Background: an optimization exercise with open tools, aiming at small area. Do not read the settings as production practice.
In this exercise RTL edits were held to simulation tests only and were not proved equivalent to the original.
Power figures rest on the tool's default switching activity, not on a simulated workload.

## sd_data_engine
module sd_data_engine (
    input         clk,
    input         rst_n,
    input         soft_rst_n,
    input         data_ready,
    input         tx_fifo_full,
    input         data_direction,
    input         data_width,
    input  [10:0] block_len,
    input  [31:0] block_number,
    input  [31:0] read_to,
    input  [3:0]  sd_dat_in,
    input  [31:0] tx_fifo_rdata,
    output [3:0]  sd_dat_out,
    output [3:0]  sd_dat_oe,
    output        tx_fifo_re,
    output [31:0] rx_fifo_wdata,
    output        rx_fifo_we,
    output        tx_crc_status_err,
    output        rx_crc_err,
    output        transfer_complete,
    output        read_to_error,
    output        block_rx_end
);
wire dir = data_direction;
wire w   = data_width;
reg  [2:0]  state;
reg  [2:0]  nxt;
reg         adv;
reg  [13:0] cnt;         
reg  [31:0] rem;         
reg  [31:0] to_left;     
reg  [31:0] rx_sr;       
reg  [3:0]  out_q;       
reg         crc_bad;     
reg         tok_ok;      
reg         we_q;
reg         bend_q;
wire st_stop = (state == 3'd0);
  ...
export LEC_CHECK = 0
export CAP_MARGIN = 20
export CORE_MARGIN = 2
export CORE_UTILIZATION = 40
export PLACE_DENSITY = 0.6
export SLEW_MARGIN = 20
create_clock -name core_clock -period 12.0 [get_ports {clk}]
standard.sh (not shown) runs the stock make flow with config.mk's settings and CLKGATE_MAP_FILE= SYNTH_SCRIPT=/design/flow/synth_recipe.tcl, a recipe that flattens the netlist after the stock synthesis.
==> flow/flow/run.sh <==
#!/bin/bash
# Own layout flow: the standard flow (standard.sh, unchanged synthesis),
# with smaller port buffers and a clock tree built from small buffers without
# dummy loads. Each step's full output goes to a log file in this folder.
set -euo pipefail
bash standard.sh synth > synth.log 2>&1
bash standard.sh \
    "BUFFER_PORTS_ARGS=-buffer_cell sky130_fd_sc_hd__buf_1" \
    "CTS_ARGS=-sink_clustering_enable -repair_clock_nets -dont_use_dummy_load -sink_clustering_size 30 -sink_clustering_max_diameter 150 -root_buf sky130_fd_sc_hd__clkbuf_8 -buf_list {sky130_fd_sc_hd__clkbuf_4 sky130_fd_sc_hd__clkbuf_8}" \
    finish > layout.log 2>&1
The first run went through all stages and came out clean.
Edit:
--- a/flow/flow/run.sh
+++ b/flow/flow/run.sh
@@ -8,3 +8,3 @@
     "BUFFER_PORTS_ARGS=-buffer_cell sky130_fd_sc_hd__buf_1" \
-    "CTS_ARGS=-sink_clustering_enable -repair_clock_nets -dont_use_dummy_load -sink_clustering_size 30 -sink_clustering_max_diameter 150 -root_buf sky130_fd_sc_hd__clkbuf_8 -buf_list {sky130_fd_sc_hd__clkbuf_4 sky130_fd_sc_hd__clkbuf_8}" \
+    "CTS_ARGS=-sink_clustering_enable -repair_clock_nets -dont_use_dummy_load -root_buf sky130_fd_sc_hd__clkbuf_8 -buf_list {sky130_fd_sc_hd__clkbuf_4 sky130_fd_sc_hd__clkbuf_8}" \
     finish > layout.log 2>&1
=> Clock power is about the same; via count stays the same; fmax stays the same; core utilization is unchanged; cell area does not change; sequential share of layout area is unchanged.
Edit:
==> flow/run.sh (new file) <==
#!/bin/bash
# synth_recipe.tcl (not shown) runs the flow's synth.tcl, then flattens the netlist and writes it again
# the make line also repeats each setting of config.mk as NAME=value (left out here)
make -C /OpenROAD-flow-scripts/flow DESIGN_CONFIG=/design/flow/config.mk WORK_HOME=/design/flow/orfs CLKGATE_MAP_FILE= SYNTH_SCRIPT=/design/flow/synth_recipe.tcl finish
removed: flow/flow/run.sh
removed: flow/standard.sh
Synthesized area is unchanged; setup slack got worse by 770 ps; cell count rose by about 1.2%; routed wire length is higher by about 6%; count of clock-buffer cells in the layout grows by 1; non-clock buffer count is unchanged.
Edit:
==> flow/flow/run.sh (new file) <==
#!/bin/bash
# Own layout flow: the standard flow (standard.sh, unchanged synthesis),
# with smaller port buffers and a clock tree built from small buffers without
# dummy loads. Each step's full output goes to a log file in this folder.
set -euo pipefail
bash standard.sh synth > synth.log 2>&1
bash standard.sh \
    "BUFFER_PORTS_ARGS=-buffer_cell sky130_fd_sc_hd__buf_1" \
    "CTS_ARGS=-sink_clustering_enable -repair_clock_nets -dont_use_dummy_load -sink_clustering_size 30 -sink_clustering_max_diameter 150 -root_buf sky130_fd_sc_hd__clkbuf_8 -buf_list {sky130_fd_sc_hd__clkbuf_4 sky130_fd_sc_hd__clkbuf_8}" \
    finish > layout.log 2>&1
==> flow/standard.sh (new file) <==
#!/bin/bash
# synth_recipe.tcl (not shown) runs the flow's synth.tcl, then flattens the netlist and writes it again
# the make line also repeats each setting of config.mk as NAME=value (left out here)
make -C /OpenROAD-flow-scripts/flow DESIGN_CONFIG=/design/flow/config.mk WORK_HOME=/design/flow/orfs CLKGATE_MAP_FILE= SYNTH_SCRIPT=/design/flow/synth_recipe.tcl "${@:-finish}"
CORE_UTILIZATION = 60   (was 40)
PLACE_DENSITY = 0.7   (was 0.6)
removed: flow/run.sh
Result: Hold slack degrades by 19 ps. Setup slack gets better by 500 ps. Via count grows by 2.1%. Design area decreases by 15%. Global-route usage rose by 7.7 points. Final cell count is lower by 8.3%. Sequential cell count does not change. Register-to-register slack stays flat. First-iteration DRC count climbs by 30%. Fmax rose by 6.2%.

-- afterwards: timing with drivers on the ports --
In the flow no input, the clock included, has a driving cell. The finished layouts below were timed again as built, in two steps.
Step 1, drivers: a clkbuf_16 drives clk and a buf_2 each remaining input, both assumed.
Step 2 moves the port delays by t, midway between the first and last clock arrival at a register: inputs arrive t later, outputs are due t later. That takes back most of the time a late clock gives input paths.
Slacks: ideal ports / drivers / drivers and shift; pairs: ideal ports / drivers.
run	t, ns	slack for setup (ns)	worst hold slack (ns)	latest minus earliest clock arrival (ns)
the first run	0.480	4.238 / 4.201 / 4.201	0.408 / 0.408 / 0.408	0.038 / 0.038
the second run	0.480	4.238 / 4.201 / 4.201	0.408 / 0.408 / 0.408	0.038 / 0.038
the third run	0.469	3.470 / 3.443 / 3.443	0.428 / 0.428 / 0.428	0.014 / 0.014
the fourth run	0.486	3.972 / 3.948 / 3.948	0.409 / 0.409 / 0.409	0.041 / 0.041
After both steps setup and hold are still met in every run listed.
